Background: an optimization exercise with open tools, aiming at small area, a short achievable clock period and few clock cycles. Do not read the settings as production practice.
In this exercise RTL edits were held to simulation tests only and were not proved equivalent to the original.
The clock port is modelled as an ideal driver, which makes a skipped or thinned clock tree look cheaper than it is; a real chip needs a root buffer or a tree.

Setup of try-fjord:
==> flow/design.v <==
module lcm
#(
    parameter DW = 8
)(
    input  logic[DW-1:0]      data_a   ,
    input  logic[DW-1:0]      data_b   ,
    output logic[DW*2-1:0]    lcm_o    ,
    output logic[DW-1:0]      gcd_o
);
    function automatic [7:0] odd_part(input [7:0] v);
        reg [7:0] t;
        begin
            t = v;
            if (t[3:0] == 4'd0) t = {4'd0, t[7:4]};
            if (t[1:0] == 2'd0) t = {2'd0, t[7:2]};
            if (t[0]   == 1'b0) t = {1'd0, t[7:1]};
            odd_part = t;
        end
    endfunction
    function automatic [15:0] stage(input [7:0] x, input [7:0] y,
                                    input integer w, input integer wxo);
        reg [7:0] d, u, m, yo;
        reg       s, bw;
        integer   i;
        begin
            bw = 1'b0;
            d  = 8'd0;
            for (i = 0; i < w; i = i + 1) begin
                d[i] = x[i] ^ y[i] ^ bw;
                bw   = (~x[i] & y[i]) | (~(x[i] ^ y[i]) & bw);
            end
            s = bw;                        
            m = 8'd0;
            for (i = 0; i < wxo; i = i + 1)
                m[i] = s ? x[i] : y[i];
            u = d ^ {8{s}};
            for (i = w; i < 8; i = i + 1) u[i] = 1'b0;
            if (w > 4 && d[3:0] == 4'd0) begin u = u >> 4; d = d >> 4; end
            if (w > 2 && d[1:0] == 2'd0) begin u = u >> 2; d = d >> 2; end
            if (d[0] == 1'b0)            begin u = u >> 1; end
            yo = y;
            for (i = 0; i < w; i = i + 1) yo[i] = u[i];
            yo[0] = u[0] | s;
            stage = {m, yo};
        end
    endfunction
    function automatic [2:0] gtab(input [3:0] xh, input [3:0] yh);
        begin
            gtab[0] = (yh[0] & ~yh[1] & ~yh[2] & ~yh[3] & ~xh[0] & ~xh[1] & xh[2] & ~xh[3])
                     | (yh[0] & ~xh[0] & xh[1] & xh[3])
                     | (~yh[0] & yh[1] & yh[3] & xh[0])
                     | (yh[0] & yh[1] & yh[2] & ~xh[0] & ~xh[1] & xh[2])
                     | (yh[1] & yh[3] & xh[2])
                     | (yh[0] & ~yh[1] & ~yh[2] & ~yh[3] & xh[0] & ~xh[1] & ~xh[2] & ~xh[3])
                     | (yh[0] & ~yh[1] & ~yh[2] & xh[0] & xh[1] & xh[2])
                     | (yh[0] & yh[1] & ~yh[2] & ~yh[3] & xh[0] & xh[1] & ~xh[2])
                     | (~yh[0] & ~yh[1] & yh[2] & ~yh[3] & xh[0] & ~xh[1] & ~xh[2] & ~xh[3])
                     | (~yh[0] & ~yh[1] & yh[2] & xh[0] & xh[1] & xh[2])
                     | (yh[0] & yh[2] & yh[3] & xh[0])
                     | (yh[0] & yh[1] & yh[2] & xh[0] & xh[1] & xh[2])
                     | (yh[0] & ~yh[1] & yh[2] & xh[0] & ~xh[1] & xh[2])
                     | (yh[0] & yh[1] & yh[2] & xh[0] & ~xh[1] & ~xh[2]);
            gtab[1] = (~yh[0] & yh[1] & ~yh[2] & ~yh[3] & ~xh[0] & xh[1] & ~xh[2] & ~xh[3])
                     | (yh[0] & yh[1] & xh[1] & xh[3])
                     | (~yh[0] & yh[1] & yh[2] & ~xh[0] & xh[1] & xh[2])
                     | (yh[0] & yh[1] & yh[2] & ~xh[0] & xh[1] & ~xh[2])
                     | (yh[2] & yh[3] & xh[1])
                     | (~yh[0] & yh[1] & ~yh[2] & xh[0] & xh[1] & xh[2])
                     | (~yh[0] & yh[1] & yh[3] & xh[0] & xh[1])
                     | (yh[0] & yh[1] & ~yh[2] & ~yh[3] & xh[0] & xh[1] & ~xh[2])
                     | (yh[0] & yh[1] & yh[2] & xh[0] & xh[1] & xh[2]);
            gtab[2] = (~yh[0] & ~yh[1] & yh[2] & ~xh[0] & ~xh[1] & xh[2])
                     | (yh[0] & ~yh[1] & yh[2] & xh[0] & ~xh[1] & xh[2])
                     | (~yh[0] & yh[1] & yh[2] & ~xh[0] & xh[1] & xh[2])
                     | (yh[0] & yh[1] & yh[2] & xh[0] & xh[1] & xh[2]);
        end
    endfunction
    function automatic [15:0] mul8(input [7:0] a, input [7:0] b);
        reg [15:0] acc;
        reg [7:0]  pp;
        reg        c, t;
        integer    i, j;
        begin
            acc = {8'd0, a & {8{b[0]}}};
            for (i = 1; i < 8; i = i + 1) begin
                pp = a & {8{b[i]}};
                c  = 1'b0;
                for (j = 0; j < 8; j = j + 1) begin
                    t        = acc[i+j] ^ pp[j] ^ c;
                    c        = (acc[i+j] & pp[j]) | (acc[i+j] & c) | (pp[j] & c);
                    acc[i+j] = t;
                end
                acc[i+8] = c;
            end
            mul8 = acc;
        end
    endfunction
    logic [7:0]  x, y, o, s, bs, r, q;
    logic [2:0]  k;
    logic        bw, qi, oi, rj;
    logic [15:0] st;
    always_comb begin
        x = odd_part(data_a);
        y = odd_part(data_b);
        st = stage(x, y, 8, 8); x = st[15:8]; y = st[7:0];
        st = stage(x, y, 8, 7); x = st[15:8]; y = st[7:0];
        st = stage(x, y, 7, 6); x = st[15:8]; y = st[7:0];
        st = stage(x, y, 6, 5); x = st[15:8]; y = st[7:0];
        if (~x[0])      o = y;
        else if (~y[0]) o = x;
        else            o = {4'd0, gtab(x[4:1], y[4:1]), 1'b1};
        s    = data_a | data_b;
        k[2] = (s[3:0] == 4'd0);
        if (k[2]) s = {4'd0, s[7:4]};
        k[1] = (s[1:0] == 2'd0);
        if (k[1]) s = {2'd0, s[7:2]};
        k[0] = (s[0] == 1'b0);
        gcd_o = o;
        if (k[0]) gcd_o = {gcd_o[6:0], 1'd0};
        if (k[1]) gcd_o = {gcd_o[5:0], 2'd0};
        if (k[2]) gcd_o = {gcd_o[3:0], 4'd0};
        bs = data_b;
        if (k[0]) bs = {1'd0, bs[7:1]};
        if (k[1]) bs = {2'd0, bs[7:2]};
        if (k[2]) bs = {4'd0, bs[7:4]};
        r = bs;
        for (int i = 0; i < 8; i++) begin
            qi   = r[i];
            q[i] = qi;
            bw   = 1'b0;
            for (int j = i + 1; j < 8; j++) begin
                oi   = o[j-i] & qi;
                rj   = r[j];
                r[j] = rj ^ oi ^ bw;
                bw   = (~rj & oi) | (~(rj ^ oi) & bw);
            end
        end
        lcm_o = mul8(data_a, q);
    end
endmodule
module lcm_top
#(
    parameter DW = 8
)(
    input  logic              clk      ,
    input  logic              rst_n    ,
    input  logic              start    ,
    input  logic[DW-1:0]      data_a   ,
    input  logic[DW-1:0]      data_b   ,
    output logic              done     ,
    output logic[DW*2-1:0]    lcm_o    ,
    output logic[DW-1:0]      gcd_o
);
    logic           busy  ;
    logic[DW*2-1:0] lcm_c ;
    logic[DW-1:0]   gcd_c ;
    logic[DW*3-1:0] r     ;
    lcm #(.DW(DW)) U_LCM (
        .data_a (r[DW-1:0]     ),
        .data_b (r[DW*2-1:DW]  ),
        .lcm_o  (lcm_c         ),
        .gcd_o  (gcd_c         )
    );
    always_ff @(posedge clk, negedge rst_n) begin
        if (!rst_n) done <= 1'b0 ;
        else        done <= busy ;
    end
    always_ff @(posedge clk) begin
        busy <= start ;
    end
    always_ff @(posedge clk) begin
        if (busy) r[DW*2-1:0] <= {lcm_c[DW-1:0], gcd_c} ;
        else      r[DW*2-1:0] <= {data_b, data_a} ;
        r[DW*3-1:DW*2] <= lcm_c[DW*2-1:DW] ;
    end
    assign gcd_o = r[DW-1:0] ;
    assign lcm_o = r[DW*3-1:DW] ;
endmodule
==> flow/config.mk <==
export PLATFORM = sky130hd
export DESIGN_NAME = lcm_top
export DESIGN_NICKNAME = lcm_top
export VERILOG_FILES = /design/flow/design.v
export SDC_FILE = /design/flow/constraint.sdc
export NUM_CORES = 8
export LEC_CHECK = 0
export ABC_AREA = 1
export CAP_MARGIN = 0
export CORE_MARGIN = 2
export CORE_UTILIZATION = 40
export GPL_TIMING_DRIVEN = 0
export SLEW_MARGIN = 0
==> flow/constraint.sdc <==
create_clock -name core_clock -period 820.0 [get_ports {clk}]
set_input_delay 164.0000 -clock core_clock [delete_from_list [all_inputs] [get_ports {clk}]]
set_output_delay 164.0000 -clock core_clock [all_outputs]
set_load 0.01 [all_outputs]
standard.sh (not shown) runs the stock make flow with config.mk's settings and CLKGATE_MAP_FILE= SYNTH_SCRIPT=/design/flow/synth_recipe.tcl, a recipe that flattens the netlist after the stock synthesis.
==> flow/flow/run.sh <==
#!/bin/bash
# Own layout flow: the standard ORFS flow (standard.sh), with these
# changes to how the layout is made:
#  - the ABC script that maps the combinational logic to cells is an
#    area-oriented one (flow/abc_area.script) instead of ORFS's, which
#    sizes cells up for speed the design does not need;
#  - after synthesis, flow/faflip.py picks for each full adder whether to
#    use it complemented (a full adder is self-dual), so that fewer
#    inverters sit between adders, and the logic around the adders is
#    mapped again (flow/remap.ys); adders and flip-flops keep their
#    instances, names and cell types. The new netlist is checked against
#    gcd/lcm on all 65536 operand pairs (flow/check_tb.sv) and is used
#    only if it passes;
#  - the port buffers are the smallest buffer, sky130_fd_sc_hd__buf_1;
#  - the clock tree is built from clkbuf_8 without dummy loads.
# Each tool's output goes to a log file in this folder.
set -euo pipefail
W=$PWD
LIB=$FLOW_HOME/platforms/sky130hd/lib/sky130_fd_sc_hd__tt_025C_1v80.lib
RES=$W/orfs/results/sky130hd/lcm_top/base
rm -rf "$W/scripts_own"
mkdir -p "$W/scripts_own"
cp -r "$FLOW_HOME/scripts/." "$W/scripts_own/"
cp "$W/flow/abc_area.script" "$W/scripts_own/abc_area.script"
export SCRIPTS_DIR="$W/scripts_own"
export BUFFER_PORTS_ARGS="-buffer_cell sky130_fd_sc_hd__buf_1"
export CTS_ARGS="-sink_clustering_enable -sink_clustering_size 30 -sink_clustering_max_diameter 400 -repair_clock_nets -buf_list sky130_fd_sc_hd__clkbuf_16 -dont_use_dummy_load"

bash "$W/standard.sh" synth > "$W/log_synth.log" 2>&1

# full adder polarity and a second mapping of the logic around the adders
cp "$RES/1_2_yosys.v" "$W/netlist_standard_synth.v"
DU=$(sed -n '/DONT_USE_CELLS/,/^$/p' "$FLOW_HOME/platforms/sky130hd/config.mk" | grep -o 'sky130_fd_sc_hd__[a-z0-9_]*' | sed 's/^/-dont_use /' | tr '\n' ' ')
if python3 "$W/flow/faflip.py" "$W/netlist_standard_synth.v" "$W/netlist_flip.v" > "$W/log_faflip.log" 2>&1; then
  sed -e "s|@LIB@|$LIB|g; s|@IN@|$W/netlist_flip.v|; s|@OUT@|$W/netlist_remap.v|; s|@TOP@|$FLOW_TOP|; s|@SCRIPT@|$W/flow/abc_area.script|; s|@DONTUSE@|$DU|" \
    "$W/flow/remap.ys" > "$W/remap_run.ys"
  if yosys -s "$W/remap_run.ys" > "$W/log_remap.log" 2>&1; then
    # exhaustive check of the new netlist (cells read as their liberty functions)
    mkdir -p "$W/check"
    yosys -p "read_liberty -ignore_miss_func $LIB; read_verilog $W/netlist_remap.v; hierarchy -top $FLOW_TOP; flatten; opt_clean; write_verilog -noattr $W/check/net.v" > "$W/log_check_yosys.log" 2>&1 \
    && (cd "$W/check" && verilator --binary --timing -Wno-fatal -Wno-lint -Wno-style --top-module exh_top -o sim "$W/flow/check_tb.sv" net.v > "$W/log_check_build.log" 2>&1) \
    && "$W/check/obj_dir/sim" > "$W/log_check_sim.log" 2>&1 || true
    if grep -q "EXHTOP errors=0" "$W/log_check_sim.log" 2>/dev/null; then
      cp "$W/netlist_remap.v" "$RES/1_2_yosys.v"
      rm -f "$RES/1_synth.odb" "$RES/1_synth.sdc"
      echo "using the remapped netlist" > "$W/log_choice.log"
    else
      echo "remapped netlist failed its check; using the standard one" > "$W/log_choice.log"
    fi
  fi
fi

bash "$W/standard.sh" finish > "$W/log_layout.log" 2>&1
Other scripts of this flow, unchanged in this note and not shown: flow/flow/abc_area.script, flow/flow/check_tb.sv, flow/flow/faflip.py, flow/flow/remap.ys
Testbench counts of try-fjord, summed over its fixed seeds: cycles 6,408.
Input changes introduced in try-nickel (baseline for comparison: try-fjord):
--- a/flow/flow/run.sh
+++ b/flow/flow/run.sh
@@ -15,2 +14,0 @@
-#  - the clock tree is built from clkbuf_8 without dummy loads.
-# Each tool's output goes to a log file in this folder.
@@ -24,0 +23,2 @@
+sed -i "s|^log_cmd clock_tree_synthesis .*|source $W/flow/cts_single.tcl|" "$W/scripts_own/cts.tcl"
+grep -q "cts_single.tcl" "$W/scripts_own/cts.tcl"
@@ -27 +26,0 @@
-export CTS_ARGS="-sink_clustering_enable -sink_clustering_size 30 -sink_clustering_max_diameter 400 -repair_clock_nets -buf_list sky130_fd_sc_hd__clkbuf_16 -dont_use_dummy_load"
==> flow/flow/cts_single.tcl (new file) <==
# Clock tree for this small design: one clkbuf_16 at the centre of the
# flip-flops drives all their clock pins; the clock port drives only it.
# Sourced by cts.tcl in place of clock_tree_synthesis.
set block [ord::get_db_block]
set sx 0
set sy 0
set n 0
foreach i [$block getInsts] {
  if { ![[$i getMaster] isSequential] } { continue }
  set b [$i getBBox]
  set sx [expr { $sx + ([$b xMin] + [$b xMax]) / 2 }]
  set sy [expr { $sy + ([$b yMin] + [$b yMax]) / 2 }]
  incr n
}
set dbu [$block getDbUnitsPerMicron]
set cx [expr { double($sx) / $n / $dbu }]
set cy [expr { double($sy) / $n / $dbu }]
puts "single clock buffer for $n flip-flops at ($cx, $cy)"
log_cmd insert_buffer -buffer_cell sky130_fd_sc_hd__clkbuf_16 -net clk \
  -location [list $cx $cy] -buffer_name clkbuf_0_clk -net_name clknet_0_clk
foreach name {clk clknet_0_clk} {
  [$block findNet $name] setSigType CLOCK
}
set_propagated_clock [all_clocks]
### Flow results
try-nickel | ERROR | 4_1_cts. try-fjord finished every stage and its layout cleared the timing, DRC and antenna checks. On number of placed I/O pins, try-fjord and try-nickel are neck and neck. Between try-nickel and try-fjord, the area after synthesis does not differ in any meaningful way. Diff try-fjord..try-nickel | last weighted congestion value of the routability-driven placer | unchanged.
For try-pepper, these inputs were changed with respect to try-nickel:
--- a/flow/flow/run.sh
+++ b/flow/flow/run.sh
@@ -23,2 +22,0 @@
-sed -i "s|^log_cmd clock_tree_synthesis .*|source $W/flow/cts_single.tcl|" "$W/scripts_own/cts.tcl"
-grep -q "cts_single.tcl" "$W/scripts_own/cts.tcl"
@@ -26,0 +25 @@
+export CTS_ARGS="-sink_clustering_enable -sink_clustering_size 30 -sink_clustering_max_diameter 400 -repair_clock_nets -buf_list sky130_fd_sc_hd__clkbuf_8 -dont_use_dummy_load"
removed: flow/flow/cts_single.tcl
try-pepper went all the way through synthesis, placement and routing and the layout is clean on timing, DRC and antenna.
Re final RePlAce weighted congestion: no difference whatsoever between try-pepper and try-nickel.
Diff try-nickel..try-pepper | row count | unchanged
Count of boundary I/O pins delta (try-nickel -> try-pepper): insignificant
try-pepper and try-nickel ended up with roughly the same number of cells produced by synthesis.
| number of buffers inserted by port buffering | try-nickel vs try-pepper | ≈ equal |
Comparing try-pepper against try-nickel, there is no change at all in cell area after technology mapping.
Placed cell count came out exactly the same in try-pepper and try-nickel.
On HPWL after detailed placement, try-pepper and try-nickel are neck and neck.
The inputs of try-tundra differ from those of try-pepper as listed below.
--- a/flow/flow/run.sh
+++ b/flow/flow/run.sh
@@ -14,0 +15,2 @@
+#  - the clock tree is built from clkbuf_8 without dummy loads.
+# Each tool's output goes to a log file in this folder.
### Flow results
- No stage failed in try-pepper, and the final checks on the layout all came back clean.
- try-tundra completed; timing, DRC and antenna clean
- Reported for try-tundra and try-pepper, data-path buffer share of cell area in the final layout turned out identical to the last digit.
- try-pepper -> try-tundra: critical-path maximum fanout delta 0, exact match
- Diff try-tundra..try-pepper | die area | unchanged
- Diff try-tundra..try-pepper | global router's overall resource usage | unchanged
- Met2 layer usage reported by global route: try-tundra vs try-pepper identical
- As far as sequential share of layout area goes, try-tundra and try-pepper are indistinguishable; the numbers are identical.
- Achievable frequency: try-pepper vs try-tundra identical
What try-onyx does differently from try-tundra at the input level:
--- a/flow/flow/run.sh
+++ b/flow/flow/run.sh
@@ -10 +10,2 @@
-#    mapped again (flow/remap.ys); adders and flip-flops keep their
+#    mapped again (flow/remap.ys, with ABC's &deepsyn restructuring ahead
+#    of the area mapping, flow/abc_remap.script); adders and flip-flops keep their
@@ -15,2 +15,0 @@
-#  - the clock tree is built from clkbuf_8 without dummy loads.
-# Each tool's output goes to a log file in this folder.
@@ -24,0 +24,2 @@
+sed -i "s|^log_cmd clock_tree_synthesis .*|source $W/flow/cts_single.tcl|" "$W/scripts_own/cts.tcl"
+grep -q "cts_single.tcl" "$W/scripts_own/cts.tcl"
@@ -27 +27,0 @@
-export CTS_ARGS="-sink_clustering_enable -sink_clustering_size 30 -sink_clustering_max_diameter 400 -repair_clock_nets -buf_list sky130_fd_sc_hd__clkbuf_8 -dont_use_dummy_load"
@@ -35 +35 @@
-  sed -e "s|@LIB@|$LIB|g; s|@IN@|$W/netlist_flip.v|; s|@OUT@|$W/netlist_remap.v|; s|@TOP@|$FLOW_TOP|; s|@SCRIPT@|$W/flow/abc_area.script|; s|@DONTUSE@|$DU|" \
+  sed -e "s|@LIB@|$LIB|g; s|@IN@|$W/netlist_flip.v|; s|@OUT@|$W/netlist_remap.v|; s|@TOP@|$FLOW_TOP|; s|@SCRIPT@|$W/flow/abc_remap.script|; s|@DONTUSE@|$DU|" \
==> flow/flow/abc_remap.script (new file) <==
strash
&get -n
&deepsyn -J 100 -T 300
&put
dch -f
amap
topo
==> flow/flow/cts_single.tcl (new file) <==
# Clock tree for this small design: one clkbuf_16 at the centre of the
# flip-flops drives all their clock pins; the clock port drives only it.
# Sourced by cts.tcl in place of clock_tree_synthesis.
set block [ord::get_db_block]
set sx 0
set sy 0
set n 0
foreach i [$block getInsts] {
  if { ![[$i getMaster] isSequential] } { continue }
  set b [$i getBBox]
  set sx [expr { $sx + ([$b xMin] + [$b xMax]) / 2 }]
  set sy [expr { $sy + ([$b yMin] + [$b yMax]) / 2 }]
  incr n
}
set dbu [$block getDbUnitsPerMicron]
set cx [expr { double($sx) / $n / $dbu }]
set cy [expr { double($sy) / $n / $dbu }]
puts "single clock buffer for $n flip-flops at ($cx, $cy)"
log_cmd insert_buffer -buffer_cell sky130_fd_sc_hd__clkbuf_16 -net clk \
  -location [list $cx $cy] -buffer_name clkbuf_0_clk -net_name clknet_0_clk
set_propagated_clock [all_clocks]
NOTE synthesized cell count try-tundra->try-onyx decreased by a few percent
try-tundra → try-onyx: number of cells after detailed placement dropped about 2%; maximum number of pins on one net before global-route repair climbed 8; final design utilization dropped 0.82 points.
try-tundra has a higher clock skew than try-onyx.
Cmp try-onyx and try-tundra / non-filler instance count after layout / higher: try-tundra
Delta (try-onyx minus try-tundra): die area fell by 2.5%; setup slack of the critical path after layout rose by 0.091 ns; arrival time of data at the critical path endpoint fell by 0.09 ns; met3 track utilization from global routing stayed essentially flat.
In try-onyx the design's own scripts or RTL, not TritonCTS, make the clock network.

what the ideal ports hide:
The flow's constraints put no driver on any port. The routed layouts listed below were extracted and timed again, unchanged, in two steps.
Step 1, drivers: a clkbuf_16 drives clk and a buf_2 each remaining input, both assumed.
Step 2 times the ports against the registers' clock, not the clock port: input delays grow and output delays shrink by t, the midpoint of the rising clock arrivals with the driver on.
Three values: no drivers, after step 1, after step 2; two values: the first two.
run | shift t [ns] | setup WS [ns] | clock arrival spread, ns
try-fjord | 0.281 | 655.005 / 654.978 / 655.259 | 0.007 / 0.006
try-pepper | 0.285 | 654.991 / 654.971 / 655.256 | 0.010 / 0.010
try-tundra | 0.285 | 654.991 / 654.971 / 655.256 | 0.010 / 0.010
try-onyx | 0.193 | 655.082 / 655.051 / 655.225 | 0.006 / 0.006
After both steps every run listed still meets setup and hold.
